Context: an optimization exercise on an open-source flow, tuned for small area, a short achievable clock period and few clock cycles per item. The choices shown serve that exercise and are no tape-out recipe. At most, simulation tests tie the RTL to the original design; equivalence was not proved. Only the layout flow was run in runs 2 to 8; the RTL was not checked for function there.

**run.sh**
```bash
#!/bin/bash
# synth_recipe.tcl (not shown) runs the flow's synth.tcl, then flattens the netlist and writes it again
# the make line also repeats each setting of config.mk as NAME=value (left out here)
make -C /OpenROAD-flow-scripts/flow DESIGN_CONFIG=/design/flow/config.mk WORK_HOME=/design/flow/orfs CLKGATE_MAP_FILE= SYNTH_SCRIPT=/design/flow/synth_recipe.tcl finish
```
**config.mk**
```make
export PLATFORM = sky130hd
export DESIGN_NAME = cordicTanh
export DESIGN_NICKNAME = cordicTanh
export VERILOG_FILES = /design/flow/design.v
export SDC_FILE = /design/flow/constraint.sdc
export NUM_CORES = 4
export LEC_CHECK = 0
export CAP_MARGIN = 20
export CORE_MARGIN = 2
export CORE_UTILIZATION = 40
export SLEW_MARGIN = 20
```
**constraint.sdc**
```tcl
create_clock -name core_clock -period 10.0 [get_ports {clk}]
set_input_delay 2.0000 -clock core_clock [delete_from_list [all_inputs] [get_ports {clk}]]
set_output_delay 2.0000 -clock core_clock [all_outputs]
set_load 0.01 [all_outputs]
```
**design.v**
```verilog
module cordicTanh(z0, clk, rst, out, flag);	
	input wire clk, rst;
	input wire signed [15:0] z0;
	output wire signed [15:0] out;
	output reg flag;
	reg [3:0] itr;
	reg signed [15:0] zj;
	wire signed [15:0] zn, zi, zval;
	reg signed [1:0] zsel;
	wire di;
	reg m;
	wire signed [15:0] tmpOut;
	reg [1:0] extreme;
	wire signed [15:0] extremeCheckN, extremeCheckP;
	reg signed [15:0] yj, xj;
	wire signed [15:0] yn, yi, yval, xn, xi, xval; 
	reg ysel, xsel;
	reg hold, clear;
	parameter [2:0] RST = 3'b000,
					TANH = 3'b001,
					REPEAT = 3'b010,
					DIVIDE = 3'b011,
					EXTR = 3'b100;
	reg [2:0] CS, NS;
	reg signed [15:0] ROM;
	always @(*)
		case(itr)
			4'b0001: ROM = 16'h08CA;
			4'b0010: ROM = 16'h0416;
			4'b0011: ROM = 16'h0203;
			4'b0100: ROM = 16'h0100;
			4'b0101: ROM = 16'h0080;
			4'b0110: ROM = 16'h0040;
			4'b0111: ROM = 16'h0020;
			4'b1000: ROM = 16'h0010;
			4'b1001: ROM = 16'h0008;
			4'b1010: ROM = 16'h0004;
			4'b1011: ROM = 16'h0002;
			4'b1100: ROM = 16'h0001;
			4'b1101: ROM = 16'h0001;
			default: ROM = 16'h0001;
		endcase
	assign zval = (zsel == 2'b00) ? z0 :  
				  (zsel == 2'b01) ? 16'h0000:
				  (zsel == 2'b10) ? zn : 16'h0000;
	always @(posedge clk) 
		if(rst)
			zj <= 16'h0000;
		else
			zj <= zval;
	assign di = (m == 1'b0) ? zj[15] : (~yj[15]);  
	assign zi = (m == 1'b0) ? ROM : (16'h1000 >>> itr);  
	assign zn = (di == 1'b0) ? zj - zi : zi + zj;
	assign yval = (ysel == 1'b0) ? 16'h0000 : yn;
	always @(posedge clk) 
		if(rst)
			yj <= 16'h0000;
		else
			yj <= yval;
	assign yi = xj >>> itr;
	assign yn = (di == 1'b0) ? yj + yi : yj - yi;
	assign xval = (xsel == 1'b0) ? 16'h1000 : xn;  
	always @(posedge clk) 
		if(rst)
			xj <= 16'h1000;
		else
			xj <= xval;
	assign xi = yj >>> itr;
	assign xn = ({di, m} == 2'b00) ? xj + xi : 
				({di, m} == 2'b10) ? xj - xi : xj;
	always@(posedge clk)
		if(clear || rst)
			itr <= 5'b0_0001;
		else if(~hold)
			itr <= itr + 5'b0_0001;
	assign extremeCheckP = z0 - 16'h4000;
	assign extremeCheckN = z0 - 16'hC000;
	always @(*)
	case(CS)
		RST:
		begin  
		if (extremeCheckP[15] == 1'b0 || extremeCheckN[15] == 1'b1) 
			begin
			extreme = 2'b00;
			m = 1'b0;
			ysel = 1'b0;
			xsel = 1'b0;
			zsel = 2'b00;
			hold = 1'b1;
			clear = 1'b1;
			flag = 1'b0;
			NS = EXTR;				
			end
		else 
			begin
			extreme = 2'b00;
			m = 1'b0;  
			ysel = 1'b0;
			xsel = 1'b0;
			zsel = 2'b00;
			hold = 1'b1;
			clear = 1'b1;
			flag = 1'b0;
			NS = TANH;
			end
		end
		EXTR:
			if(extremeCheckP[15] == 1'b0 && z0[15] == 1'b0)  
				begin
				extreme = 2'b01;
				m = 1'b0;		
				ysel = 1'b0;
				xsel = 1'b0;
				zsel = 2'b00;
				hold = 1'b1;
				clear = 1'b1;
				flag = 1'b1;
				NS = RST;
				end
			else if(extremeCheckN[15] == 1'b1 && z0[15] == 1'b1)  
				begin
				extreme = 2'b10;
				m = 1'b0;		
				ysel = 1'b0;
				xsel = 1'b0;
				zsel = 2'b00;
				hold = 1'b1;
				clear = 1'b1;
				flag = 1'b1;
				NS = RST;
				end
			else  
				begin
				extreme = 2'b00;
				m = 1'b0;
				ysel = 1'b0;
				xsel = 1'b0;
				zsel = 2'b00;
				hold = 1'b1;
				clear = 1'b1;
				flag = 1'b0;
				NS = RST;
				end
		TANH:
			if(itr == 5'b0_1110)  
				begin
				extreme = 2'b00;	
				m = 1'b1;
				ysel = 1'b1;
				xsel = 1'b1;
				zsel = 2'b01;
				hold = 1'b1;
				clear = 1'b1;
				NS = DIVIDE;
				flag = 1'b0;
				end
			else
				begin
				extreme = 2'b00;  
				m = 1'b0;
				ysel = 1'b1;
				xsel = 1'b1;
				zsel = 2'b10;
				hold = 1'b1;
				clear = 1'b0;
				NS = REPEAT;
				flag = 1'b0;
				end
		REPEAT:  
			begin
			extreme = 2'b00;	
			m = 1'b0;
			ysel = 1'b1;
			xsel = 1'b1;
			zsel = 2'b10;
			hold = 1'b0;
			clear = 1'b0;
			NS = TANH;
			flag = 1'b0;
			end
		DIVIDE: 
		if (itr == 5'b0_1110)  
			begin              
			extreme = 2'b00;
			m = 1'b0;
			ysel = 1'b0;
			xsel = 1'b0;
			zsel = 2'b00;
			hold = 1'b1;
			clear = 1'b1;
			NS = RST;
			flag = 1'b1;
			end
		else
			begin  
			extreme = 2'b00;
			m = 1'b1;
			ysel = 1'b1;
			xsel = 1'b1;
			zsel = 2'b10;
			hold = 1'b0;
			clear = 1'b0;
			flag = 1'b0;
			NS = DIVIDE;
			end
		default:  
			begin
			extreme = 2'b00;
			m = 1'b0;
			ysel = 1'b0;
			xsel = 1'b0;
			zsel = 2'b00;
			hold = 1'b1;
			clear = 1'b1;
			flag = 1'b0;
			NS = RST;
			end
	endcase 
	always@(posedge clk)  
		if(rst)
			CS <= RST;
		else
			CS <= NS;
	assign tmpOut = (extreme == 2'b00) ? zn : 
					(extreme == 2'b01) ? 16'h1000 :
					(extreme == 2'b10) ? 16'hF000 : zn;
	assign out = tmpOut;  
endmodule
```
==> results of run 1 <==
## how the worst max path moves through the flow
stage              end  slack [ns]   start  depth (start not counted)
4_1_cts        out[12]        1.18  itr[1]                         18
3_3_place_gp   out[12]        1.78  itr[1]                         18
2_1_floorplan  out[15]        3.19  itr[0]                         29
6_report       out[14]        1.14  itr[1]                         18
3_5_place_dp   out[12]        1.56  itr[1]                         18
5_1_grt        out[14]        0.53  itr[1]                         18
## layout make-up
cell class | count | area (um^2)
Fill cell | 1803 | 9851
Multi-Input combinational cell | 755 | 5588
Sequential cell | 67 | 1344
Timing Repair Buffer | 43 | 407.9
Tap cell | 229 | 286.5
Clock buffer | 11 | 232.7
Inverter | 37 | 138.9
Clock inverter | 5 | 53.80
## layout by cell type, fill, tap and decap left out, drive strengths merged, types with 12 or more instances in the layout
master / Yosys / final
nor2: 95 / 95
nand3: 19 / 19
xnor2: 41 / 41
a21oi: 70 / 70
a21o: 15 / 15
nand2b: 12 / 12
mux4: 33 / 33
and2: 12 / 12
a22oi: 13 / 13
o21ai: 52 / 52
nand2: 91 / 91
dfxtp: 67 / 67
mux2i: 15 / 15
nor3: 27 / 27
ha: 63 / 63
nor2b: 25 / 25
xor2: 32 / 32
clkdlybuf4s50: 0 / 34
inv: 37 / 37
## synthesized netlist by cell type, types with 19 or more instances
master / count / area [um^2]
a21oi_1: 68 / 340.3
clkbuf_1: 31 / 116.4
dfxtp_1: 67 / 1341
ha_1: 63 / 788.3
inv_1: 36 / 135.1
mux4_2: 33 / 743.2
nand2_1: 91 / 341.6
nand3_1: 19 / 95.09
nor2_1: 95 / 356.6
nor2b_1: 25 / 156.4
nor3_1: 26 / 130.1
o21ai_0: 46 / 230.2
xnor2_1: 41 / 359.1
xor2_1: 32 / 280.3
## state kept, by name, indices dropped and copies added, names as in the netlist
register	cells
itr	4
yj	16
xj	16
CS	3
zj	16
ROM	12
## kinds of logic (layout without fill, tap and decap cells)
| family | after synthesis | in the layout |
|---|---|---|
| compound gates | 237 | 237 |
| xor+xnor | 74 | 74 |
| fa+ha+maj | 66 | 66 |
| buf+inv | 81 | 96 |
| flops | 67 | 67 |
| mux | 57 | 57 |
| simple gates | 321 | 321 |
## worst max-delay path, delay by kind of cell, from the launching register on
kind	cells	cell delay [ns]
simple gates	6	1.65
flops	1	0.88
xor+xnor	2	0.60
buf+inv	1	0.55
compound gates	7	2.12
fa+ha+maj	2	0.69
## layer usage
| layer | up-vias | track usage (%) |
|---|---|---|
| met2 | 172 | 32.20 |
| met4 | 0 | 6.326 |
| met3 | 22 | 3.936 |
| met5 | - | 0 |
| li1 | 3293 | - |
| met1 | 3121 | 28.06 |
## through the flow
step | hold WS, ns | cell area, um^2
finish | 0.4784 | 8051
global route | 0.5147 | 8051
CTS | 0.4775 | 8051
detailed placement | 0.4694 | 7765
global placement | 0.4651 | 7765
floorplan | 0.4462 | 7266
==> impl_metrics.env, run 1 <==
export IMPL_status="complete, no violations"
export IMPL_cts_htree_levels=3
export IMPL_io_buffers=34
export IMPL_synth_nets=987
export IMPL_grt_pass1_vias=6054
export IMPL_skew_ns=0.01188
export IMPL_ant_nets=0
export IMPL_min_to="xj[0]"
export IMPL_nets=997
export IMPL_start_util_pct=40.59
export IMPL_syn_to_final_growth_pct=10.81
export IMPL_cts_buffers_inserted=9
export IMPL_place_congestion=0.8951
export IMPL_antenna_found_initial=0
export IMPL_cts_tree="done"
export IMPL_slew_headroom_pct=35.18
export IMPL_drv_slew=0
export IMPL_synth_area_um2=7266
export IMPL_final_core_util_pct=44.97
export IMPL_max_freq_mhz=112.9
export IMPL_finalNonFillerCells=1147
export IMPL_cp_arrival_ns=6.86
export IMPL_wirelength_mm=19.66
export IMPL_met2WireLength_mm=8.882
export IMPL_synth_edf_count=0
export IMPL_cts_root_buffer="clkbuf_16"
export IMPL_cts_hold_buf=0
export IMPL_core_area_um2=17900
export IMPL_dp_hpwl_mm=15.09
export IMPL_grt_setup_unrepaired="no"
export IMPL_worstReg2RegEnd="yj[14]"
export IMPL_post_drt_wl_per_cell_um=17.14
export IMPL_dp_slack_ns=1.561
export IMPL_yosysSeqAreaShare_pct=18.46
export IMPL_synthAdderAreaFrac_pct=11.68
export IMPL_grt_use_total_pct=20.31
export IMPL_vias_per_cell=5.761
export IMPL_die_width_um=138.8
export IMPL_finalSetupViolations=0
export IMPL_top_layer_used="met4"
export IMPL_hold_viol=0
export IMPL_drive_gt1_share_pct=9.368
export IMPL_synth_xor_xnor_area_share_pct=9.110
export IMPL_synthSimpleGateAreaFrac_pct=21.08
export IMPL_fin_ws_ns=1.144
export IMPL_min_path_cells=2
export IMPL_synthMuxAreaShare_pct=13.69
export IMPL_die_h_um=138.8
export IMPL_drv_cap=0
export IMPL_hold_class="reg -> reg"
export IMPL_synth_area_per_cell_um2=8.046
export IMPL_cts_setup_buffers=0
export IMPL_syn_inst=903
export IMPL_clkTransAtPathRegs_ns=0.05
export IMPL_tightestPinTransition_ns=0.9722
export IMPL_clock_latency_ns=0.35
export IMPL_place_inst=1131
export IMPL_finalCritPeriodShare_pct=88.56
export IMPL_wl_met3_um=942
export IMPL_crit_path_end_kind="primary output"
export IMPL_tns_ns=0
export IMPL_top_level_ports=35
export IMPL_start_kind="flop"
export IMPL_m1WireLength_mm=9.487
export IMPL_r2r_slack_ns=3.74
export IMPL_critical_path_required_ns=8.00
export IMPL_yosysUniqueCellTypes=77
export IMPL_synth_warnings=1
export IMPL_crit_path_max_fanout=42
export IMPL_path_common_cell="o21ai_0"
export IMPL_critPathSlowestCell="o21ai_2"
export IMPL_firstDrtPassIters=9
export IMPL_synthFlopType="dfxtp_1"
export IMPL_cts_resized=0
export IMPL_drc=0
export IMPL_cts_sinks=67
export IMPL_antenna_cells=0
export IMPL_ctsLongestPathBuffers=2
export IMPL_reg2reg_depth=17
export IMPL_critPathKind="reg -> out"
export IMPL_gr_total_overflow=0
export IMPL_synth_compound_area_share_pct=21.22
export IMPL_rows=49
export IMPL_ys_ff_latch=67
export IMPL_crit_path_cell_trace="ha_1, and3_1, xor2_1, nand2_1, o21ai_2, nor2_1, xnor2_1, ha_1, nor2b_1, o21ai_0, a21o_1, a21oi_1, o21ai_0, a21oi_1, nor3_1, nor4_1, o21ai_0, clkdlybuf4s50_1"
export IMPL_fin_crit_ns=8.856
export IMPL_hold_start="xj[0]"
export IMPL_grt_pass1_wl_mm=31.81
export IMPL_synthArstFlopShare_pct=0
export IMPL_regToRegStartpoint="itr[1]"
export IMPL_die_area_um2=19260
export IMPL_dr_first_iter_drc_count=425
export IMPL_synth_top_family_by_area="compound AO/OA/AOI/OAI gates"
export IMPL_grt_max_degree=43
export IMPL_vias=6608
export IMPL_slowest_delay_ns=1.03
Testbench counts, summed over its fixed seeds: cycles 80,976, items 2,048.
==> run 2: changes to the inputs <==
==> design.v (replaced) <==
module cordicTanh(z0, clk, rst, out, flag);
	input wire clk, rst;
	input wire signed [15:0] z0;
	output wire signed [15:0] out;
	output reg flag;
	reg [5:0] cnt;
	reg [3:0] sh;                
	reg rot;                     
	reg signed [14:0] z;         
	reg signed [14:0] y;
	reg [13:0] x;                
	wire ext = z0[15] ^ z0[14];            
	wire load = (cnt == 6'd0);
	wire last = (cnt == 6'd38);
	wire s = rot ? z[14] : ~y[14];
	reg [14:0] K;
	always @(*)
		if (rot)
			case (sh)
				4'd1:  K = 15'h08CA;
				4'd2:  K = 15'h0416;
				4'd3:  K = 15'h0203;
				4'd4:  K = 15'h0100;
				4'd5:  K = 15'h0080;
				4'd6:  K = 15'h0040;
				4'd7:  K = 15'h0020;
				4'd8:  K = 15'h0010;
				4'd9:  K = 15'h0008;
				4'd10: K = 15'h0004;
				4'd11: K = 15'h0002;
				default: K = 15'h0001;
			endcase
		else if (sh == 4'd12)
			K = (z[14] ^ y[14]) ? 15'h0002 : 15'h0000;
		else
			K = 15'h1000 >> sh;
	wire [13:0] xs = x >> sh;
	wire signed [14:0] ys = y >>> sh;
	wire [14:0] xs15 = {1'b0, xs};
	wire [14:0] zn = s ? z + K : z - K;
	wire [14:0] yn = s ? y - xs15 : y + xs15;
	wire [13:0] xn = s ? x - ys[13:0] : x + ys[13:0];
	reg [3:0] sh_n;
	always @(*)
		if (cnt <= 6'd25)
			sh_n = (cnt[4:0] + 5'd2) >> 1;
		else if (cnt <= 6'd37)
			sh_n = cnt - 6'd25;
		else
			sh_n = 4'd1;
	always @(posedge clk) begin
		if (rst) begin
			cnt <= 6'd0;
			flag <= 1'b0;
		end else if (load) begin
			cnt <= ext ? 6'd39 : 6'd1;
			flag <= ext;
		end else if (cnt == 6'd39) begin
			cnt <= 6'd0;
			flag <= 1'b0;
		end else begin
			cnt <= cnt + 6'd1;
			flag <= last;
		end
	end
	always @(posedge clk) begin
		sh <= sh_n;
		rot <= (cnt <= 6'd25);
		if (load) begin
			z <= ext ? (z0[15] ? 15'h7000 : 15'h1000) : z0[14:0];
			x <= 14'h1000;
			y <= 15'h0000;
		end else begin
			z <= (cnt == 6'd26) ? 15'h0000 : zn;
			y <= yn;
			if (rot)
				x <= xn;
		end
	end
	assign out = {z[14], z};
endmodule
==> run 2 against run 1 <==
  * Worst hold slack improved by 0.051 ns
  * Flip-flop and latch count up 1
  * First-iteration DRC count fell by 6.6%
  * Largest cell class unchanged
  * Still clean on timing, DRC and antenna
==> impl_metrics.env, run 2 <==
export IMPL_status="complete, no violations"
export IMPL_synth_edf_count=0
export IMPL_syn_inst=763
export IMPL_finalNonFillerCells=994
export IMPL_ys_ff_latch=68
export IMPL_cts_hold_buf=0
export IMPL_synthArstFlopShare_pct=0
export IMPL_cts_root_buffer="clkbuf_16"
export IMPL_drive_gt1_share_pct=8.226
export IMPL_tns_ns=0
export IMPL_start_kind="flop"
export IMPL_synth_warnings=1
export IMPL_critical_path_required_ns=10.24
export IMPL_yosys_cell_count_top_type="nor2_1"
export IMPL_cts_tree="done"
export IMPL_drc=0
export IMPL_yosysTopAreaCell="dfxtp_1"
export IMPL_firstDrtPassIters=5
export IMPL_clkTransAtPathRegs_ns=0.06
export IMPL_cp_arrival_ns=5.52
export IMPL_dp_hpwl_mm=12.24
export IMPL_die_h_um=131.0
export IMPL_final_common_cell="nor2_1"
export IMPL_skew_ns=0.006748
export IMPL_synthFlopType="dfxtp_1"
export IMPL_crit_path_end_kind="flop"
export IMPL_fillers=1525
export IMPL_hold_class="reg -> reg"
export IMPL_grt_pass1_vias=5202
export IMPL_cts_htree_levels=3
export IMPL_grt_setup_unrepaired="no"
export IMPL_ant_nets=0
export IMPL_cts_buffers_inserted=9
export IMPL_synth_top_area_share_pct=21.11
export IMPL_finalCritPeriodShare_pct=52.75
export IMPL_gr_total_overflow=0
export IMPL_drv_slew=0
export IMPL_die_area_um2=17150
export IMPL_rows=46
export IMPL_fin_crit_ns=5.275
export IMPL_max_freq_mhz=189.6
export IMPL_hold_viol=0
export IMPL_place_congestion=0.8615
export IMPL_synth_area_per_cell_um2=8.452
export IMPL_start_util_pct=40.74
export IMPL_final_cell_mix="nor2_1, dfxtp_1, nand2_1, a21oi_1, ha_1"
export IMPL_die_width_um=131.0
export IMPL_antenna_cells=0
export IMPL_fin_ws_ns=4.725
export IMPL_finalSetupViolations=0
export IMPL_synth_area_um2=6449
export IMPL_nets=852
export IMPL_grt_pass1_wl_mm=25.87
export IMPL_wirelength_mm=16.01
export IMPL_yosys_top_cells_count="nor2_1, dfxtp_1, nand2_1"
export IMPL_slew_headroom_pct=33.29
export IMPL_yosys_top_cells_area="dfxtp_1, ha_1, mux4_2"
export IMPL_dr_first_iter_drc_count=397
export IMPL_tightestPinTransition_ns=1.001
export IMPL_cts_setup_buffers=0
export IMPL_cts_sinks=68
export IMPL_drv_cap=0
export IMPL_vias=5583
export IMPL_post_drt_wl_per_cell_um=16.11
export IMPL_dp_slack_ns=4.684
export IMPL_vias_per_cell=5.617
export IMPL_grt_max_degree=52
export IMPL_place_inst=978
export IMPL_ctsLongestPathBuffers=2
export IMPL_yosysSeqAreaShare_pct=21.11
export IMPL_yosysUniqueCellTypes=72
export IMPL_crit_path_max_fanout=40
export IMPL_top_level_ports=35
export IMPL_clock_latency_ns=0.35
export IMPL_critPathKind="reg -> reg"
export IMPL_syn_to_final_growth_pct=10.79
export IMPL_io_buffers=34
export IMPL_grt_use_total_pct=19.24
export IMPL_core_area_um2=15830
export IMPL_cts_resized=0
export IMPL_synth_nets=842
export IMPL_antenna_found_initial=0
## run 2: area by class of cell
type                    instances  area, um^2  share of cell area, %
repair buffers                 39       377.9                  5.289
clock buffers                  11       242.7                  3.398
clock inverters                 5       61.31                 0.8581
well taps                     216       270.3                  3.783
multi-input cells             614        4674                  65.43
inverters                      41       153.9                  2.154
flip-flops and latches         68        1364                  19.09
## run 2: kinds of logic after synthesis
family,after synthesis,synth area share [%]
mux,51,13.41
xor+xnor,78,10.59
flops,68,21.11
compound gates,193,19.15
simple gates,231,17.07
fa+ha+maj,61,12.18
buf+inv,81,6.480
## run 2: worst paths after layout
check	to	cells after the start	slack (ns)	startpoint
worst max-delay path	x[13]	15	4.72	sh[0]
worst min-delay path	x[0]	2	0.53	x[0]
worst max register to register	x[13]	15	4.72	sh[0]
worst min register to register	x[0]	2	0.53	x[0]
## run 2: worst max-delay path, stage by stage, from the launching register on
cell	delay (ns)
dfxtp_2	0.98
mux4_2	0.61
mux4_2	0.52
inv_1	0.08
ha_1	0.22
a21oi_1	0.28
ha_1	0.29
nor2b_1	0.15
o31a_1	0.27
o41a_1	0.34
o41ai_1	0.42
o21ai_0	0.25
a31oi_1	0.25
xnor2_1	0.18
a21oi_1	0.11
a31o_1	0.21
## run 2: metrics by stage
stage                     util, %  hold slack [ns]  cell area (um^2)
after global routing        45.14           0.5580              7144
after detailed placement    43.22           0.5283              6840
final                       45.14           0.5292              7144
after CTS                   45.14           0.5271              7144
after floorplan                 -           0.4657              6449
after global placement      43.22           0.5108              6840
## run 2: layer usage
metal	share of wire, %	wire, um	GRT usage, %	up-vias
li1	-	-	-	2756
met1	48	7707	26.62	2658
met2	45	7176	30.48	143
met3	4.5	724	2.117	26
met4	2.5	403	8.260	0
met5	0	0	0	-
==> run 3: changes to the inputs <==
--- a/design.v
+++ b/design.v
@@ -15,23 +15,15 @@
 	wire s = rot ? z[14] : ~y[14];
-	reg [14:0] K;
-	always @(*)
-		if (rot)
-			case (sh)
-				4'd1:  K = 15'h08CA;
-				4'd2:  K = 15'h0416;
-				4'd3:  K = 15'h0203;
-				4'd4:  K = 15'h0100;
-				4'd5:  K = 15'h0080;
-				4'd6:  K = 15'h0040;
-				4'd7:  K = 15'h0020;
-				4'd8:  K = 15'h0010;
-				4'd9:  K = 15'h0008;
-				4'd10: K = 15'h0004;
-				4'd11: K = 15'h0002;
-				default: K = 15'h0001;
-			endcase
-		else if (sh == 4'd12)
-			K = (z[14] ^ y[14]) ? 15'h0002 : 15'h0000;
-		else
-			K = 15'h1000 >> sh;
+	wire [14:0] K =
+		!rot ? ((sh == 4'd12) ? {13'd0, z[14] ^ y[14], 1'b0} : (15'h1000 >> sh)) :
+		(sh == 4'd1)  ? 15'h08CA :
+		(sh == 4'd2)  ? 15'h0416 :
+		(sh == 4'd3)  ? 15'h0203 :
+		(sh == 4'd4)  ? 15'h0100 :
+		(sh == 4'd5)  ? 15'h0080 :
+		(sh == 4'd6)  ? 15'h0040 :
+		(sh == 4'd7)  ? 15'h0020 :
+		(sh == 4'd8)  ? 15'h0010 :
+		(sh == 4'd9)  ? 15'h0008 :
+		(sh == 4'd10) ? 15'h0004 :
+		(sh == 4'd11) ? 15'h0002 : 15'h0001;
 	wire [13:0] xs = x >> sh;
@@ -39,5 +31,8 @@
 	wire [14:0] xs15 = {1'b0, xs};
-	wire [14:0] zn = s ? z + K : z - K;
-	wire [14:0] yn = s ? y - xs15 : y + xs15;
-	wire [13:0] xn = s ? x - ys[13:0] : x + ys[13:0];
+	wire [15:0] zsum = {z, 1'b1} + {K ^ {15{~s}}, ~s};
+	wire [15:0] ysum = {y, 1'b1} + {xs15 ^ {15{s}}, s};
+	wire [14:0] xsum = {x, 1'b1} + {ys[13:0] ^ {14{s}}, s};
+	wire [14:0] zn = zsum[15:1];
+	wire [14:0] yn = ysum[15:1];
+	wire [13:0] xn = xsum[14:1];
 	reg [3:0] sh_n;
--- a/config.mk
+++ b/config.mk
@@ -7,2 +7,3 @@
 export LEC_CHECK = 0
+export ABC_CLOCK_PERIOD_IN_PS = 2500
 export CAP_MARGIN = 20
@@ -10,2 +11,3 @@
 export CORE_UTILIZATION = 40
+export SETUP_SLACK_MARGIN = 5
 export SLEW_MARGIN = 20
==> run 3 against run 2 <==
  * Highest routed layer unchanged
  * Maximum frequency rose by 31%
  * Register-to-register slack improved by 1.2 ns
  * Non-clock buffer count rose by 4
  * Synthesized cell count is 8.3% lower
  * Still clean
  * First-iteration DRC count decreased by 9.8%
  * Critical path type unchanged
  * Clock skew grew 0.0051 ns
  * Count of clock-buffer cells in the layout decreased by 6
  * Sequential share of layout area decreased by 1.3 points
  * Utilization up 0.31 points
  * Synthesized area shrank 12%
==> impl_metrics.env, run 3 <==
export IMPL_status="complete, no violations"
export IMPL_synth_edf_count=0
export IMPL_gr_total_overflow=0
export IMPL_top_regs="y (15), z (15), x (14)"
export IMPL_max_freq_mhz=247.4
export IMPL_cp_arrival_ns=4.23
export IMPL_ant_nets=0
export IMPL_slew_headroom_pct=49.23
export IMPL_synthArstFlopShare_pct=0
export IMPL_vias_per_cell=5.799
export IMPL_top_level_ports=35
export IMPL_skew_ns=0.01189
export IMPL_die_area_um2=15220
export IMPL_final_common_cell="nor2_1"
export IMPL_synth_compound_area_share_pct=20.77
export IMPL_drc=0
export IMPL_endpoint="z[14]"
export IMPL_worstReg2RegEnd="z[14]"
export IMPL_cts_buffers_inserted=5
export IMPL_synth_xor_xnor_area_share_pct=13.22
export IMPL_critPathSlowestCell="o41ai_1"
export IMPL_reg2reg_depth=17
export IMPL_wirelength_mm=15.39
export IMPL_syn_inst=700
export IMPL_tightestPinTransition_ns=0.7587
export IMPL_critPathBufInv=2
export IMPL_cts_setup_buffers=0
export IMPL_antenna_cells=0
export IMPL_drive_gt1_share_pct=8.310
export IMPL_crit_path_cell_trace="buf_4, inv_1, nor2_1, mux2i_1, or3_1, xnor2_1, ha_1, a21o_1, a21oi_1, a21boi_0, a31oi_2, nor4b_2, o41ai_1, a21o_1, a21oi_1, xnor2_1, o21ai_1"
export IMPL_io_buffers=34
export IMPL_nets=777
export IMPL_fin_crit_ns=4.042
export IMPL_finalCritPeriodShare_pct=40.42
export IMPL_finalSetupViolations=0
export IMPL_syn_to_final_growth_pct=10.72
export IMPL_synth_top_family_by_area="compound AO/OA/AOI/OAI gates"
export IMPL_rows=43
export IMPL_die_width_um=123.4
export IMPL_synthSimpleGateAreaFrac_pct=18.36
export IMPL_placed_cell_area_um2=6155
export IMPL_synth_area_um2=5698
export IMPL_cts_resized=0
export IMPL_crit_path_max_fanout=26
export IMPL_hold_start="cnt[0]"
export IMPL_grt_use_total_pct=20.95
export IMPL_grt_pass1_wl_mm=24.90
export IMPL_regToRegStartpoint="rot"
export IMPL_drv_slew=0
export IMPL_cts_root_buffer="clkbuf_16"
export IMPL_slowest_delay_ns=0.61
export IMPL_cpLargestDelayFamily="compound AO/OA/AOI/OAI gates"
export IMPL_yosys_top_cells_count="nor2_1, nand2_1, xnor2_1"
export IMPL_ys_ff_latch=56
export IMPL_final_cell_mix="nor2_1, nand2_1, xnor2_1, dfxtp_1, ha_1"
export IMPL_yosysSeqAreaShare_pct=19.68
export IMPL_clock_latency_ns=0.31
export IMPL_core_area_um2=13880
export IMPL_ctsLongestPathBuffers=2
export IMPL_vias=5161
export IMPL_start_util_pct=41.05
export IMPL_yosys_cell_count_top_type="nor2_1"
export IMPL_grt_setup_unrepaired="no"
export IMPL_yosysUniqueCellTypes=70
export IMPL_hold_class="reg -> reg"
export IMPL_crit_path_end_kind="flop"
export IMPL_post_drt_wl_per_cell_um=17.30
export IMPL_synthFlopType="dfxtp_1"
export IMPL_cts_htree_levels=2
export IMPL_final_area_um2=6309
export IMPL_clkTransAtPathRegs_ns=0.09
export IMPL_cts_hold_buf=0
export IMPL_dp_hpwl_mm=11.52
export IMPL_synth_area_per_cell_um2=8.140
export IMPL_synthMuxAreaShare_pct=12.76
export IMPL_grt_max_degree=46
export IMPL_cts_tree="done"
export IMPL_firstDrtPassIters=5
export IMPL_tns_ns=0
export IMPL_critPathKind="reg -> reg"
export IMPL_final_core_util_pct=45.45
export IMPL_grt_pass1_vias=4857
export IMPL_die_h_um=123.4
export IMPL_antenna_found_initial=0
export IMPL_timing_critical_path_depth=17
export IMPL_synth_warnings=1
export IMPL_critical_path_required_ns=10.19
export IMPL_startpoint="rot"
export IMPL_yosys_top_cells_area="dfxtp_1, ha_1, xnor2_1"
export IMPL_r2r_slack_ns=5.96
export IMPL_hold_viol=0
export IMPL_place_congestion=0.9288
export IMPL_dr_first_iter_drc_count=358
export IMPL_cts_sinks=56
export IMPL_yosysTopAreaCell="dfxtp_1"
export IMPL_synth_top_area_share_pct=19.68
export IMPL_start_kind="flop"
export IMPL_drv_cap=0
export IMPL_synthAdderAreaFrac_pct=10.98
export IMPL_synth_nets=768
run 3: cell count changes in the layout (fill, tap and decap cells not counted), moves of 7 or more:
cell,delta
a21oi_1,-12
dfxtp_1,-10
ha_1,-8
inv_1,-24
mux2i_1,+11
mux4_2,-10
nand2_1,-7
nand3_1,+9
nor2_1,-11
nor3_1,-8
o21bai_1,-7
xnor2_1,+8
run 3: area by class of cell:
| cell class | count | area [um^2] |
|---|---|---|
| Timing Repair Buffer | 43 | 407.9 |
| Fill cell | 1401 | 7572 |
| Clock buffer | 5 | 125.1 |
| Inverter | 16 | 60.06 |
| Tap cell | 180 | 225.2 |
| Sequential cell | 56 | 1121 |
| Multi-Input combinational cell | 587 | 4340 |
| Clock inverter | 3 | 28.78 |
run 3: worst min-delay path by stage:
| stage | to | slack, ns | depth (start not counted) |
|---|---|---|---|
| 2_1_floorplan | cnt[0] | 0.48 | 1 |
| 3_3_place_gp | cnt[0] | 0.51 | 1 |
| 3_5_place_dp | cnt[0] | 0.54 | 1 |
| 4_1_cts | cnt[0] | 0.56 | 1 |
| 5_1_grt | x[1] | 0.60 | 2 |
| 6_report | cnt[0] | 0.56 | 1 |
run 3: cells by family after synthesis:
group,Yosys count
AO/OA/AOI/OAI,178
XOR/XNOR,86
adder cells (fa/ha/maj),50
buffers and inverters,57
flip-flops,56
multiplexers,54
AND/OR/NAND/NOR,219
run 3: metrics by stage:
stage / cells / setup slack (ns) / hold slack, ns
after floorplan: 700 / 6.141 / 0.4784
after global placement: 882 / 6.062 / 0.5142
after detailed placement: 882 / 5.993 / 0.5422
after CTS: 890 / 5.972 / 0.5600
after global routing: 890 / 5.609 / 0.5952
final: 890 / 5.958 / 0.5588
run 3: metal layers:
| layer | vias to the layer above | track usage [%] | wire length [um] |
|---|---|---|---|
| met5 | - | 0 | 0 |
| met4 | 0 | 5.753 | 184 |
| met3 | 12 | 2.768 | 865 |
| met2 | 143 | 33.52 | 7020 |
| met1 | 2472 | 29.47 | 7323 |
| li1 | 2534 | - | - |
==> run 4: changes to the inputs <==
--- a/config.mk
+++ b/config.mk
@@ -7,3 +7,2 @@
 export LEC_CHECK = 0
-export ABC_CLOCK_PERIOD_IN_PS = 2500
 export CAP_MARGIN = 20
@@ -11,3 +10,2 @@
 export CORE_UTILIZATION = 40
-export SETUP_SLACK_MARGIN = 5
 export SLEW_MARGIN = 20
==> run 4 against run 3 <==
  * Utilization unchanged
  * Non-clock buffer count unchanged
  * Cell count unchanged
  * Maximum frequency unchanged
  * Register-to-register slack about the same
  * Synthesized cell count unchanged
  * Global-route usage unchanged
  * Still clean on timing, DRC and antenna
  * Clock skew unchanged
  * Largest cell class unchanged
  * Worst hold slack unchanged
==> impl_metrics.env, run 4 <==
export IMPL_status="complete, no violations"
export IMPL_startpoint="rot"
export IMPL_crit_path_cell_trace="buf_4, inv_1, nor2_1, mux2i_1, or3_1, xnor2_1, ha_1, a21o_1, a21oi_1, a21boi_0, a31oi_2, nor4b_2, o41ai_1, a21o_1, a21oi_1, xnor2_1, o21ai_1"
export IMPL_vias=5161
export IMPL_ctsLongestPathBuffers=2
export IMPL_nets=777
export IMPL_top_level_ports=35
export IMPL_grt_max_degree=46
export IMPL_synth_warnings=1
export IMPL_grt_pass1_wl_mm=24.90
export IMPL_start_kind="flop"
export IMPL_whs_ns=0.5588
export IMPL_synth_nets=768
export IMPL_die_h_um=123.4
export IMPL_wirelength_mm=15.39
export IMPL_critical_path_required_ns=10.19
export IMPL_drive_gt1_share_pct=8.310
export IMPL_start_util_pct=41.05
export IMPL_synth_area_per_cell_um2=8.140
export IMPL_grt_use_total_pct=20.95
export IMPL_cts_hold_buf=0
export IMPL_slowest_delay_ns=0.61
export IMPL_finalSetupViolations=0
export IMPL_fin_ws_ns=5.958
export IMPL_grt_setup_unrepaired="no"
export IMPL_tns_ns=0
export IMPL_yosysTopAreaCell="dfxtp_1"
export IMPL_synth_area_um2=5698
export IMPL_clkTransAtPathRegs_ns=0.09
export IMPL_die_width_um=123.4
export IMPL_cts_resized=0
export IMPL_cts_setup_buffers=0
export IMPL_fin_crit_ns=4.042
export IMPL_dp_slack_ns=5.993
export IMPL_ant_nets=0
export IMPL_finalCritPeriodShare_pct=40.42
export IMPL_die_area_um2=15220
export IMPL_synth_edf_count=0
export IMPL_io_buffers=34
export IMPL_cts_tree="done"
export IMPL_drc=0
export IMPL_cts_sinks=56
export IMPL_yosys_cell_count_top_type="nor2_1"
export IMPL_max_freq_mhz=247.4
export IMPL_tightestPinTransition_ns=0.7587
export IMPL_antenna_found_initial=0
export IMPL_syn_inst=700
export IMPL_yosysSeqAreaShare_pct=19.68
export IMPL_drv_slew=0
export IMPL_yosys_top_cells_count="nor2_1, nand2_1, xnor2_1"
export IMPL_firstDrtPassIters=5
export IMPL_cts_buffers_inserted=5
export IMPL_place_congestion=0.9288
export IMPL_dp_hpwl_mm=11.52
export IMPL_syn_to_final_growth_pct=10.72
export IMPL_yosysUniqueCellTypes=70
export IMPL_rows=43
export IMPL_antenna_cells=0
export IMPL_gr_total_overflow=0
export IMPL_final_core_util_pct=45.45
export IMPL_crit_path_max_fanout=26
export IMPL_dr_first_iter_drc_count=358
export IMPL_critPathSlowestCell="o41ai_1"
export IMPL_yosys_top_cells_area="dfxtp_1, ha_1, xnor2_1"
export IMPL_reg2reg_depth=17
export IMPL_slew_headroom_pct=49.23
export IMPL_ys_ff_latch=56
export IMPL_post_drt_wl_per_cell_um=17.30
export IMPL_min_path_cells=1
export IMPL_cts_root_buffer="clkbuf_16"
export IMPL_grt_pass1_vias=4857
export IMPL_synthFlopType="dfxtp_1"
export IMPL_final_common_cell="nor2_1"
export IMPL_clock_latency_ns=0.31
export IMPL_synth_top_area_share_pct=19.68
export IMPL_hold_viol=0
export IMPL_top_regs="y (15), z (15), x (14)"
export IMPL_skew_ns=0.01189
export IMPL_regToRegStartpoint="rot"
export IMPL_crit_path_end_kind="flop"
export IMPL_vias_per_cell=5.799
export IMPL_cts_htree_levels=2
export IMPL_cp_arrival_ns=4.23
export IMPL_final_cell_mix="nor2_1, nand2_1, xnor2_1, dfxtp_1, ha_1"
export IMPL_synthArstFlopShare_pct=0
export IMPL_critPathKind="reg -> reg"
export IMPL_hold_class="reg -> reg"
export IMPL_drv_cap=0
export IMPL_core_area_um2=13880
export IMPL_r2r_slack_ns=5.96
export IMPL_hold_start="cnt[0]"
==> run 4: cell counts in the layout (fill, tap and decap cells not counted) <==
No cell type changed its count.
==> run 4: path summary, 6_finish.rpt <==
check                           endpoint
worst max-delay path               z[14]
worst min-delay path              cnt[0]
worst max register to register     z[14]
worst min register to register    cnt[0]
==> run 4: cells by family (layout without fill, tap and decap cells) <==
| kind of cell | Yosys count | after routing | synth area share [%] |
|---|---|---|---|
| simple gates | 219 | 219 | 18.36 |
| compound gates | 178 | 178 | 20.77 |
| xor+xnor | 86 | 86 | 13.22 |
| buf+inv | 57 | 67 | 4.238 |
| flops | 56 | 56 | 19.68 |
| mux | 54 | 54 | 12.76 |
| fa+ha+maj | 50 | 50 | 10.98 |
==> run 4: metal layers <==
metal  vias to the layer above  track usage, %  share of wire [%]
met3                        12           2.768                5.6
met2                       143           33.52                 46
met1                      2472           29.47                 48
met5                         -               0                  0
met4                         0           5.753                1.2
li1                       2534               -                  -
==> run 4: critical path: cells and delay by family (launching register included) <==
kind | cells | cell delay, ns
buf+inv | 2 | 0.60
mux | 1 | 0.09
fa+ha+maj | 1 | 0.39
compound gates | 8 | 1.49
xor+xnor | 2 | 0.28
flops | 1 | 0.32
simple gates | 3 | 0.76
==> run 4: area by class of cell <==
cell class	count	area (um^2)
Fill cell	1401	7572
Multi-Input combinational cell	587	4340
Sequential cell	56	1121
Timing Repair Buffer	43	407.9
Tap cell	180	225.2
Clock buffer	5	125.1
Inverter	16	60.06
Clock inverter	3	28.78
==> run 4: per-stage QoR <==
stage / std cells / instance area, um^2
floorplan: 700 / 5698
global placement: 882 / 6155
detailed placement: 882 / 6155
CTS: 890 / 6309
global route: 890 / 6309
finish: 890 / 6309
==> run 5: changes to the inputs <==
--- a/config.mk
+++ b/config.mk
@@ -7,2 +7,3 @@
 export LEC_CHECK = 0
+export ABC_AREA = 1
 export CAP_MARGIN = 20
==> run 5 against run 4 <==
  * Maximum frequency up 0.80%
  * Global-route usage increased by 0.55 points
  * Count of clock-buffer cells in the layout unchanged
  * Worst hold slack worse by 0.019 ns
  * Die area decreased by 1.2%
  * Utilization shrank 0.42 points
  * Wire length is 1.9% higher
  * Flip-flop and latch count unchanged
  * Register-to-register slack better by 0.03 ns
  * Clock skew up 0.0017 ns
  * Critical endpoint is now z[12]
==> impl_metrics.env, run 5 <==
export IMPL_status="complete, no violations"
export IMPL_grt_use_total_pct=21.50
export IMPL_dr_first_iter_drc_count=356
export IMPL_cts_resized=0
export IMPL_clock_latency_ns=0.32
export IMPL_start_kind="flop"
export IMPL_synth_warnings=1
export IMPL_critPathKind="reg -> reg"
export IMPL_syn_inst=897
export IMPL_firstDrtPassIters=5
export IMPL_synth_area_per_cell_um2=6.274
export IMPL_drv_cap=0
export IMPL_gr_total_overflow=0
export IMPL_fin_crit_ns=4.010
export IMPL_vias_per_cell=5.260
export IMPL_synthFlopType="dfxtp_1"
export IMPL_cts_setup_buffers=0
export IMPL_finalSetupViolations=0
export IMPL_antenna_found_initial=0
export IMPL_synthArstFlopShare_pct=0
export IMPL_min_path_cells=2
export IMPL_grt_pass1_wl_mm=25.70
export IMPL_critical_path_required_ns=10.21
export IMPL_yosys_cell_count_top_type="nand2_1"
export IMPL_yosysUniqueCellTypes=47
export IMPL_synth_nets=965
export IMPL_max_freq_mhz=249.4
export IMPL_whs_ns=0.5400
export IMPL_yosys_top_cells_count="nand2_1, o21ai_0, a21oi_1"
export IMPL_clkTransAtPathRegs_ns=0.09
export IMPL_io_buffers=34
export IMPL_ys_ff_latch=56
export IMPL_place_congestion=0.9064
export IMPL_final_core_util_pct=45.03
export IMPL_nets=979
export IMPL_startpoint="rot"
export IMPL_synth_area_um2=5628
export IMPL_crit_path_max_fanout=26
export IMPL_final_common_cell="nand2_1"
export IMPL_dp_hpwl_mm=12.15
export IMPL_antenna_cells=0
export IMPL_skew_ns=0.01356
export IMPL_syn_to_final_growth_pct=10.63
export IMPL_regToRegStartpoint="rot"
export IMPL_cts_htree_levels=2
export IMPL_die_h_um=122.6
export IMPL_grt_pass1_vias=5317
export IMPL_drc=0
export IMPL_grt_max_degree=29
export IMPL_path_common_cell="nand2_1"
export IMPL_die_area_um2=15030
export IMPL_ant_nets=0
export IMPL_start_util_pct=40.70
export IMPL_yosysTopAreaCell="dfxtp_1"
export IMPL_top_level_ports=35
export IMPL_yosysSeqAreaShare_pct=19.92
export IMPL_rows=43
export IMPL_hold_start="x[13]"
export IMPL_drv_slew=0
export IMPL_synth_edf_count=0
export IMPL_vias=5744
export IMPL_cts_sinks=56
export IMPL_critPathBufInv=3
export IMPL_hold_class="reg -> reg"
export IMPL_hold_viol=0
export IMPL_r2r_slack_ns=5.99
export IMPL_fillers=1500
export IMPL_critPathSlowestCell="dfxtp_1"
export IMPL_reg2reg_depth=17
export IMPL_tns_ns=0
export IMPL_grt_setup_unrepaired="no"
export IMPL_yosys_top_cells_area="dfxtp_1, nand2_1, ha_1"
export IMPL_cts_hold_buf=0
export IMPL_cts_tree="done"
export IMPL_post_drt_wl_per_cell_um=14.37
export IMPL_top_regs="y (15), z (15), x (14)"
export IMPL_slowest_delay_ns=1.00
export IMPL_timing_critical_path_depth=17
export IMPL_cts_root_buffer="clkbuf_16"
export IMPL_cpLargestDelayFamily="compound AO/OA/AOI/OAI gates"
export IMPL_synth_top_area_share_pct=19.92
export IMPL_core_area_um2=13830
export IMPL_ctsLongestPathBuffers=2
export IMPL_slew_headroom_pct=31.84
export IMPL_finalCritPeriodShare_pct=40.10
export IMPL_cts_buffers_inserted=5
export IMPL_final_cell_mix="nand2_1, o21ai_0, a21oi_1, inv_1, nand3_1"
export IMPL_crit_path_cell_trace="inv_2, o21ai_2, buf_4, nand2_1, nand2_1, inv_1, ha_1, nand2_1, o21bai_1, a21o_1, nand3_1, o21bai_1, nand3_1, nand2_1, nand2_1, nand3_1, nand2_1"
export IMPL_tightestPinTransition_ns=1.021
export IMPL_cp_arrival_ns=4.22
export IMPL_wirelength_mm=15.69
export IMPL_die_width_um=122.6
export IMPL_drive_gt1_share_pct=3.947
export IMPL_crit_path_end_kind="flop"
## run 5: changes by cell type in the layout (fill, tap and decap cells not counted), sizes merged, moves of 14 or more
| cell | delta |
|---|---|
| nand3 | +41 |
| o21ai | +54 |
| a21oi | +30 |
| xnor2 | -52 |
| nand2b | -14 |
| mux4 | -14 |
| nand2 | +200 |
| inv | +64 |
| mux2i | -30 |
| xor2 | +20 |
## run 5: worst register-to-register path, stage by stage, from the launching register on
cell and delay [ns]:
dfxtp_1 1.00, inv_2 0.36, o21ai_2 0.51, buf_4 0.32
nand2_1 0.08, nand2_1 0.05, inv_1 0.04, ha_1 0.29
nand2_1 0.05, o21bai_1 0.27, a21o_1 0.23, nand3_1 0.10
o21bai_1 0.24, nand3_1 0.13, nand2_1 0.08, nand2_1 0.04
nand3_1 0.06, nand2_1 0.05
## run 5: cell type report
cell class              count  area [um^2]  share of cell area [%]
clock buffers               5        125.1                   2.010
clock inverters             3        27.53                  0.4421
inverters                  82        310.3                   4.984
multi-input cells         727         4039                   64.87
flip-flops and latches     56         1121                   18.01
well taps                 180        225.2                   3.617
repair buffers             39        377.9                   6.069
## run 5: cell families after synthesis
logic type	share of synthesized area [%]
simple gates	28.55
compound gates	23.45
buf+inv	8.381
flops	19.92
xor+xnor	8.404
fa+ha+maj	11.12
mux	0.1779
## run 5: routing by layer
layer | GRT usage, % | share of wire, % | up-vias
met4 | 6.394 | 1.9 | 0
met1 | 29.16 | 49 | 2557
met5 | 0 | 0 | -
met3 | 3.485 | 4.1 | 20
met2 | 35.00 | 45 | 125
li1 | - | - | 3042
## run 5: worst paths after layout
kind,to
worst max-delay path,z[12]
worst min-delay path,x[13]
worst min register to register,x[13]
worst max register to register,z[12]
## run 5: metrics by stage
stage | std cells | instance area [um^2] | worst slack [ns]
6_report | 1092 | 6226 | 5.990
5_1_grt | 1092 | 6226 | 5.648
4_1_cts | 1092 | 6226 | 6.010
3_5_place_dp | 1084 | 6073 | 5.969
3_3_place_gp | 1084 | 6073 | 5.978
2_1_floorplan | 897 | 5628 | 6.920
==> run 6: changes to the inputs <==
--- a/config.mk
+++ b/config.mk
@@ -8,5 +8,5 @@
 export ABC_AREA = 1
-export CAP_MARGIN = 20
+export CAP_MARGIN = 70
 export CORE_MARGIN = 2
 export CORE_UTILIZATION = 40
-export SLEW_MARGIN = 20
+export SLEW_MARGIN = 70
==> run 6 against run 5 <==
  * Still clean on timing, DRC and antenna
  * Die area unchanged
  * Flip-flop and latch count unchanged
  * Worst setup slack better by 0.53 ns
  * Cell count up 0.27%
  * Utilization up 0.33 points
  * Sequential share of layout area about the same
  * Critical path type unchanged
==> impl_metrics.env, run 6 <==
export IMPL_vias_per_cell=5.314
export IMPL_post_drt_wl_per_cell_um=14.39
export IMPL_die_width_um=122.6
export IMPL_final_common_cell="nand2_1"
export IMPL_synthSimpleGateAreaFrac_pct=28.55
export IMPL_synthArstFlopShare_pct=0
export IMPL_synth_top_area_share_pct=19.92
export IMPL_firstDrtPassIters=6
export IMPL_cts_setup_buffers=0
export IMPL_synth_top_family_by_area="simple AND/OR/NAND/NOR gates"
export IMPL_dp_slack_ns=6.440
export IMPL_status="complete, no violations"
export IMPL_slowest_delay_ns=0.34
export IMPL_max_freq_mhz=287.6
export IMPL_cts_hold_buf=0
export IMPL_crit_path_cell_trace="buf_4, inv_4, nand2_1, nand2_1, o21ai_0, o21ai_0, nand2_1, nand3_1, xor2_1, ha_1, a21oi_1, nand2_1, nand2_1, nand2_1, a21oi_1, o21ai_1, a21boi_0, o21ai_0, a21oi_1"
export IMPL_skew_ns=0.01197
export IMPL_critPathSlowestCell="o21ai_0"
export IMPL_cts_sinks=56
export IMPL_tightestPinTransition_ns=0.4550
export IMPL_syn_inst=897
export IMPL_finalCritPeriodShare_pct=34.77
export IMPL_critical_path_required_ns=10.25
export IMPL_vias=5819
export IMPL_critPathKind="reg -> reg"
export IMPL_use_met3_pct=3.346
export IMPL_start_util_pct=40.70
export IMPL_path_common_cell="nand2_1"
export IMPL_hold_class="reg -> reg"
export IMPL_cts_tree="done"
export IMPL_synthMuxAreaShare_pct=0.1779
export IMPL_drv_slew=0
export IMPL_synthFlopType="dfxtp_1"
export IMPL_grt_util_met1_pct=29.12
export IMPL_top_regs="y (15), z (15), x (14)"
export IMPL_final_cell_mix="nand2_1, a21oi_1, o21ai_0, inv_1, nand3_1"
export IMPL_yosys_top_cells_area="dfxtp_1, nand2_1, ha_1"
export IMPL_drv_cap=0
export IMPL_startpoint="sh[0]"
export IMPL_ctsLongestPathBuffers=2
export IMPL_grt_max_degree=29
export IMPL_hold_viol=0
export IMPL_synth_nets=965
export IMPL_ys_ff_latch=56
export IMPL_ant_nets=0
export IMPL_cts_root_buffer="clkbuf_16"
export IMPL_antenna_cells=0
export IMPL_cts_resized=0
export IMPL_cts_htree_levels=2
export IMPL_crit_path_end_kind="flop"
export IMPL_syn_to_final_growth_pct=11.45
export IMPL_wirelength_mm=15.76
export IMPL_clkTransAtPathRegs_ns=0.09
export IMPL_dp_hpwl_mm=12.10
export IMPL_regToRegStartpoint="sh[0]"
export IMPL_io_buffers=34
export IMPL_grt_util_met2_pct=34.55
export IMPL_hold_start="x[13]"
export IMPL_crit_path_max_fanout=27
export IMPL_yosysSeqAreaShare_pct=19.92
export IMPL_grt_pass1_vias=5290
export IMPL_antenna_found_initial=0
export IMPL_tns_ns=0
export IMPL_die_area_um2=15030
export IMPL_whs_ns=0.5302
export IMPL_finalSetupViolations=0
export IMPL_place_congestion=0.9064
export IMPL_final_core_util_pct=45.36
export IMPL_drc=0
export IMPL_cts_buffers_inserted=5
export IMPL_synth_compound_area_share_pct=23.45
export IMPL_dr_first_iter_drc_count=421
export IMPL_yosysUniqueCellTypes=47
export IMPL_rows=43
export IMPL_grt_pass1_wl_mm=25.65
export IMPL_die_h_um=122.6
export IMPL_clock_latency_ns=0.32
export IMPL_nets=982
export IMPL_yosys_cell_count_top_type="nand2_1"
export IMPL_synth_warnings=1
export IMPL_yosysTopAreaCell="dfxtp_1"
export IMPL_slew_headroom_pct=69.66
export IMPL_start_kind="flop"
export IMPL_synth_xor_xnor_area_share_pct=8.404
export IMPL_drive_gt1_share_pct=4.809
export IMPL_min_path_cells=2
export IMPL_reg2reg_depth=19
export IMPL_grt_use_total_pct=21.46
export IMPL_fin_ws_ns=6.523
export IMPL_core_area_um2=13830
export IMPL_grt_setup_unrepaired="no"
export IMPL_synth_area_um2=5628
export IMPL_fillers=1463
export IMPL_top_level_ports=35
export IMPL_gr_total_overflow=0
export IMPL_synth_area_per_cell_um2=6.274
export IMPL_grt_busiest_layer="met2"
export IMPL_synth_edf_count=0
export IMPL_yosys_top_cells_count="nand2_1, o21ai_0, a21oi_1"
export IMPL_cp_arrival_ns=3.73
export IMPL_synthAdderAreaFrac_pct=11.12
export IMPL_fin_crit_ns=3.477
## run 6: changes by cell type in the layout (fill, tap and decap cells not counted)
| cell | previous run | this run |
|---|---|---|
| nand2_1 | 254 | 253 |
| nor2_4 | 2 | 3 |
| dfxtp_4 | 0 | 1 |
| dfxtp_1 | 56 | 53 |
| nor2_1 | 56 | 55 |
| o21ai_2 | 4 | 3 |
| o21ai_1 | 11 | 12 |
| buf_4 | 5 | 8 |
| nand2_2 | 4 | 5 |
| o21ai_4 | 1 | 2 |
| dfxtp_2 | 0 | 2 |
| o21ai_0 | 79 | 78 |
## run 6: final cells by class
class / count / area (um^2) / area share [%]
flip-flops and latches: 56 / 1127 / 17.97
repair buffers: 42 / 400.4 / 6.383
clock inverters: 3 / 27.53 / 0.4389
well taps: 180 / 225.2 / 3.591
clock buffers: 5 / 125.1 / 1.995
multi-input cells: 727 / 4056 / 64.67
inverters: 82 / 310.3 / 4.947
## run 6: layer usage
| metal | vias up | part of all wire [%] |
|---|---|---|
| li1 | 3047 | - |
| met3 | 34 | 4.4 |
| met2 | 141 | 45 |
| met5 | - | 0 |
| met4 | 0 | 2.3 |
| met1 | 2597 | 49 |
## run 6: cells by family after synthesis
logic type | after synthesis
compound gates | 230
simple gates | 392
fa+ha+maj | 50
mux | 1
buf+inv | 114
xor+xnor | 54
flops | 56
## run 6: stage by stage
stage | std cells | cell area [um^2]
2_1_floorplan | 897 | 5628
3_3_place_gp | 1084 | 6073
3_5_place_dp | 1086 | 6112
4_1_cts | 1094 | 6265
5_1_grt | 1095 | 6272
6_report | 1095 | 6272
## run 6: worst max-delay path: cells and delay by family, from the launching register on
kind                     cells  cell delay, ns
XOR/XNOR                     1            0.16
flip-flops                   1            0.31
AO/OA/AOI/OAI                8            1.51
buffers and inverters        2            0.46
AND/OR/NAND/NOR              7            0.60
adder cells (fa/ha/maj)      1            0.34
## run 6: final timing paths
path                 to  slack (ns)
hold reg to reg   x[13]        0.53
hold / removal    x[13]        0.53
setup / recovery   y[8]        6.52
setup reg to reg   y[8]        6.52
==> run 7: changes to the inputs <==
--- a/config.mk
+++ b/config.mk
@@ -8,5 +8,5 @@
 export ABC_AREA = 1
-export CAP_MARGIN = 70
+export CAP_MARGIN = 90
 export CORE_MARGIN = 2
 export CORE_UTILIZATION = 40
-export SLEW_MARGIN = 70
+export SLEW_MARGIN = 90
==> run 7 against run 6 <==
  * Synthesized cell count did not move
  * The run now fails in 5_1_grt
  * Synthesized area did not move
==> impl_metrics.env, run 7 <==
export IMPL_status="did not finish"
export IMPL_stop_stage="5_1_grt"
export IMPL_error="[ERROR GRT-0232] Routing congestion too high. Check the congestion heatmap in the GUI."
export IMPL_yosysSeqAreaShare_pct=19.92
export IMPL_synth_nets=965
export IMPL_dp_hpwl_mm=21.25
export IMPL_synthMuxAreaShare_pct=0.1779
export IMPL_yosys_cell_count_top_type="nand2_1"
export IMPL_synth_warnings=1
export IMPL_top_level_ports=35
export IMPL_gr_total_overflow=15
export IMPL_grt_use_total_pct=70.60
export IMPL_synth_xor_xnor_area_share_pct=8.404
export IMPL_placed_cell_area_um2=10800
export IMPL_grt_max_degree=21
export IMPL_synth_compound_area_share_pct=23.45
export IMPL_io_buffers=34
export IMPL_yosys_top_cells_count="nand2_1, o21ai_0, a21oi_1"
export IMPL_place_congestion=0.9064
export IMPL_synth_top_area_share_pct=19.92
export IMPL_cts_sinks=56
export IMPL_syn_inst=897
export IMPL_ctsLongestPathBuffers=2
export IMPL_synth_area_per_cell_um2=6.274
export IMPL_synth_top_family_by_area="simple AND/OR/NAND/NOR gates"
export IMPL_ys_ff_latch=56
export IMPL_cts_htree_levels=2
export IMPL_die_h_um=122.6
export IMPL_synth_area_um2=5628
export IMPL_cts_buffers_inserted=5
export IMPL_yosysTopAreaCell="dfxtp_1"
export IMPL_cts_root_buffer="clkbuf_16"
export IMPL_synth_edf_count=0
export IMPL_cts_hold_buf=0
export IMPL_rows=43
export IMPL_place_inst=1332
export IMPL_start_util_pct=40.70
export IMPL_synthArstFlopShare_pct=0
export IMPL_synthFlopType="dfxtp_1"
export IMPL_synthAdderAreaFrac_pct=11.12
export IMPL_die_width_um=122.6
export IMPL_dp_slack_ns=-2.415
export IMPL_synthSimpleGateAreaFrac_pct=28.55
export IMPL_yosys_top_cells_area="dfxtp_1, nand2_1, ha_1"
export IMPL_yosysUniqueCellTypes=47
[run 7: cell counts after synthesis]
No cell type changed its count.
[run 7: layer usage]
layer	overflow	track usage [%]
met1	0	67.35
met2	9	90.83
met3	0	53.90
met4	6	74.21
met5	0	15.28
[run 7: worst min-delay path by stage]
stage                     startpoint  endpoint  slack [ns]  cells past startpoint
after floorplan                x[13]     x[13]        0.47                      2
after global placement         x[13]     x[13]        0.52                      2
after detailed placement       x[13]     x[13]        0.53                      2
after CTS                      x[13]     x[13]        0.54                      2
[run 7: what timing repair did]
| action | CTS |
|---|---|
| hold endpoints to repair | 0 |
| buffers inserted | 1 |
| resized for setup | 4 |
| pin swaps | 1 |
| setup endpoints to repair | 12 |
[run 7: kinds of logic after synthesis]
group / count (synthesis)
adders and majority gates: 50
muxes: 1
AOI/OAI and AO/OA: 230
and+or+nand+nor: 392
DFF: 56
xor gates and xnor gates: 54
buffers and inverters: 114
[run 7: stage by stage]
stage	hold WS [ns]	util (%)
CTS	0.5351	78.70
detailed placement	0.5272	78.12
global placement	0.5247	43.92
floorplan	0.4723	-
==> run 8: changes to the inputs <==
==> flow/run.sh (new file) <==
#!/bin/bash
# Standard synthesis, then the standard layout steps with repair_timing
# asked for a larger setup margin (the SDC and clock period are unchanged).
set -eo pipefail
bash standard.sh synth > synth.log 2>&1
bash standard.sh SETUP_SLACK_MARGIN=7 finish > layout.log 2>&1
==> standard.sh (new file) <==
#!/bin/bash
# synth_recipe.tcl (not shown) runs the flow's synth.tcl, then flattens the netlist and writes it again
# the make line also repeats each setting of config.mk as NAME=value (left out here)
make -C /OpenROAD-flow-scripts/flow DESIGN_CONFIG=/design/flow/config.mk WORK_HOME=/design/flow/orfs CLKGATE_MAP_FILE= SYNTH_SCRIPT=/design/flow/synth_recipe.tcl "${@:-finish}"
--- a/config.mk
+++ b/config.mk
@@ -8,5 +8,5 @@
 export ABC_AREA = 1
-export CAP_MARGIN = 90
+export CAP_MARGIN = 70
 export CORE_MARGIN = 2
 export CORE_UTILIZATION = 40
-export SLEW_MARGIN = 90
+export SLEW_MARGIN = 70
removed: run.sh
==> run 8 against run 7 <==
  * Synthesized cell count is the same
  * Synthesized area unchanged
  * The run now finishes clean
==> impl_metrics.env, run 8 <==
export IMPL_status="complete, no violations"
export IMPL_vias_per_cell=5.393
export IMPL_wirelength_mm=17.73
export IMPL_dp_slack_ns=6.452
export IMPL_ctsLongestPathBuffers=2
export IMPL_finalCritPeriodShare_pct=29.63
export IMPL_place_congestion=0.9397
export IMPL_drv_cap=0
export IMPL_critical_path_required_ns=8.00
export IMPL_synth_area_per_cell_um2=6.274
export IMPL_synth_edf_count=0
export IMPL_final_area_um2=7134
export IMPL_start_kind="flop"
export IMPL_ys_ff_latch=56
export IMPL_top_level_ports=35
export IMPL_fin_ws_ns=7.037
export IMPL_synthFlopType="dfxtp_1"
export IMPL_skew_ns=0.007615
export IMPL_die_area_um2=15030
export IMPL_yosysTopAreaCell="dfxtp_1"
export IMPL_grt_pass1_wl_mm=27.78
export IMPL_reg2reg_depth=19
export IMPL_min_path_cells=2
export IMPL_cts_root_buffer="clkbuf_16"
export IMPL_finalSetupViolations=0
export IMPL_critPathBufInv=1
export IMPL_synth_area_um2=5628
export IMPL_grt_use_total_pct=23.34
export IMPL_die_width_um=122.6
export IMPL_clock_latency_ns=0.32
export IMPL_yosys_top_cells_area="dfxtp_1, nand2_1, ha_1"
export IMPL_r2r_slack_ns=7.09
export IMPL_regToRegStartpoint="sh[0]"
export IMPL_crit_path_end_kind="primary output"
export IMPL_startpoint="z[14]"
export IMPL_synth_nets=965
export IMPL_yosys_cell_count_top_type="nand2_1"
export IMPL_dp_hpwl_mm=12.52
export IMPL_drv_slew=0
export IMPL_firstDrtPassIters=5
export IMPL_antenna_found_initial=0
export IMPL_cts_buffers_inserted=5
export IMPL_cts_hold_buf=0
export IMPL_slew_headroom_pct=72.62
export IMPL_synth_top_area_share_pct=19.92
export IMPL_synth_warnings=1
export IMPL_syn_inst=897
export IMPL_io_buffers=34
export IMPL_cpLargestDelayFamily="flip-flops"
export IMPL_slowest_delay_ns=0.40
export IMPL_cts_sinks=56
export IMPL_die_h_um=122.6
export IMPL_final_cell_mix="nand2_1, inv_1, a21oi_1, o21ai_0"
export IMPL_yosysSeqAreaShare_pct=19.92
export IMPL_placed_cell_area_um2=6120
export IMPL_fillers=1383
export IMPL_cp_arrival_ns=0.96
export IMPL_cts_tree="done"
export IMPL_nets=1022
export IMPL_drc=0
export IMPL_core_area_um2=13830
export IMPL_post_drt_wl_per_cell_um=15.62
export IMPL_tightestPinTransition_ns=0.4102
export IMPL_crit_path_cell_trace="clkdlybuf4s15_1"
export IMPL_syn_to_final_growth_pct=26.77
export IMPL_hold_start="x[13]"
export IMPL_clkTransAtPathRegs_ns=0.08
export IMPL_drive_gt1_share_pct=18.43
export IMPL_fin_crit_ns=2.963
export IMPL_top_regs="y (15), z (15), x (14)"
export IMPL_worstReg2RegEnd="x[13]"
export IMPL_hold_class="reg -> reg"
export IMPL_ant_nets=0
export IMPL_rows=43
export IMPL_start_util_pct=40.70
export IMPL_gr_total_overflow=0
export IMPL_final_common_cell="nand2_1"
export IMPL_vias=6121
export IMPL_grt_setup_unrepaired="yes"
export IMPL_tns_ns=0
export IMPL_dr_first_iter_drc_count=444
export IMPL_min_to="x[13]"
export IMPL_grt_pass1_vias=5588
export IMPL_yosys_top_cells_count="nand2_1, o21ai_0, a21oi_1"
export IMPL_grt_max_degree=29
export IMPL_max_freq_mhz=337.5
export IMPL_cts_htree_levels=2
export IMPL_synthArstFlopShare_pct=0
export IMPL_hold_viol=0
export IMPL_yosysUniqueCellTypes=47
export IMPL_crit_path_max_fanout=5
export IMPL_antenna_cells=0
export IMPL_critPathSlowestCell="dfxtp_4"
export IMPL_critPathKind="reg -> out"
-- run 8: cell counts after synthesis --
No cell type changed its count.
-- run 8: kinds of logic after synthesis --
logic type / share of synthesized area [%]
flops: 19.92
mux: 0.1779
simple gates: 28.55
compound gates: 23.45
xor+xnor: 8.404
fa+ha+maj: 11.12
buf+inv: 8.381
-- run 8: routing by layer --
metal | wire [um] | GRT usage [%]
met1 | 8260 | 31.62
met2 | 8221 | 38.58
met3 | 883 | 3.625
met4 | 367 | 6.106
met5 | 0 | 0
-- run 8: final cells by class --
class	instances	area [um^2]	share of cell area [%]
Inverter	82	339.1	4.753
Multi-Input combinational cell	727	4461	62.52
Clock inverter	3	27.53	0.3858
Tap cell	180	225.2	3.157
Clock buffer	5	125.1	1.754
Sequential cell	56	1146	16.06
Timing Repair inverter	1	16.27	0.2280
Timing Repair Buffer	81	794.5	11.14
-- run 8: what timing repair did --
action / 4_1_cts / 5_1_grt
pin swaps: 8 / 51
cloned: 2 / 1
endpoints found under the hold margin: 0 / 0
resized for setup: 47 / 126
setup endpoints to repair: 48 / 28
setup buffers: 10 / 28
-- run 8: worst max path at each step --
stage,endpoint,slack [ns],cells past startpoint
2_1_floorplan,cnt[2],7.07,6
3_3_place_gp,z[12],6.00,17
3_5_place_dp,z[11],6.45,7
4_1_cts,out[15],6.99,1
5_1_grt,x[9],6.90,16
6_report,out[14],7.04,1
-- run 8: per-stage QoR --
| step | util (%) | std cells | hold WS (ns) |
|---|---|---|---|
| finish | 51.60 | 1135 | 0.5362 |
| CTS | 46.87 | 1106 | 0.5212 |
| global placement | 43.89 | 1083 | 0.5034 |
| detailed placement | 44.26 | 1086 | 0.5094 |
| floorplan | - | 897 | 0.4723 |
| global route | 51.60 | 1135 | 0.5527 |

## separate check: timing with driven ports
Ports are ideal in the flow. The routed layouts listed here were re-timed in OpenROAD. Step 1, drivers: a clkbuf_16 drives clk and a buf_2 each remaining input, both assumed. Step 2 adds t to the input delays and takes it off the output delays; t is the mean of the earliest and latest rising clock arrival at the registers after step 1. Input paths then give back, and output paths get back, about the clock's delay inside the block. a / b / c = ideal ports / drivers / drivers and shift; a / b = the first two.
run | shift t [ns] | slack for setup (ns) | hold WS [ns] | worst setup path after step 2
run 1 | 0.386 | 1.144 / 1.104 / 1.490 | 0.478 / 0.478 / 0.478 | register to output
run 2 | 0.380 | 4.725 / 4.725 / 4.725 | 0.529 / 0.529 / 0.529 | register to register
run 3 | 0.350 | 5.958 / 5.958 / 5.958 | 0.559 / 0.559 / 0.559 | register to register
run 4 | 0.350 | 5.958 / 5.958 / 5.958 | 0.559 / 0.559 / 0.559 | register to register
run 5 | 0.356 | 5.990 / 5.990 / 5.990 | 0.540 / 0.540 / 0.540 | register to register
run 6 | 0.358 | 6.523 / 6.509 / 6.477 | 0.530 / 0.530 / 0.530 | input to register
run 8 | 0.354 | 7.037 / 6.996 / 6.756 | 0.536 / 0.536 / 0.536 | input to register
After both steps every run listed still meets setup and hold. For run 8, which loses most, drivers alone change the setup slack by -0.041 ns; drivers and shift together by -0.281 ns.
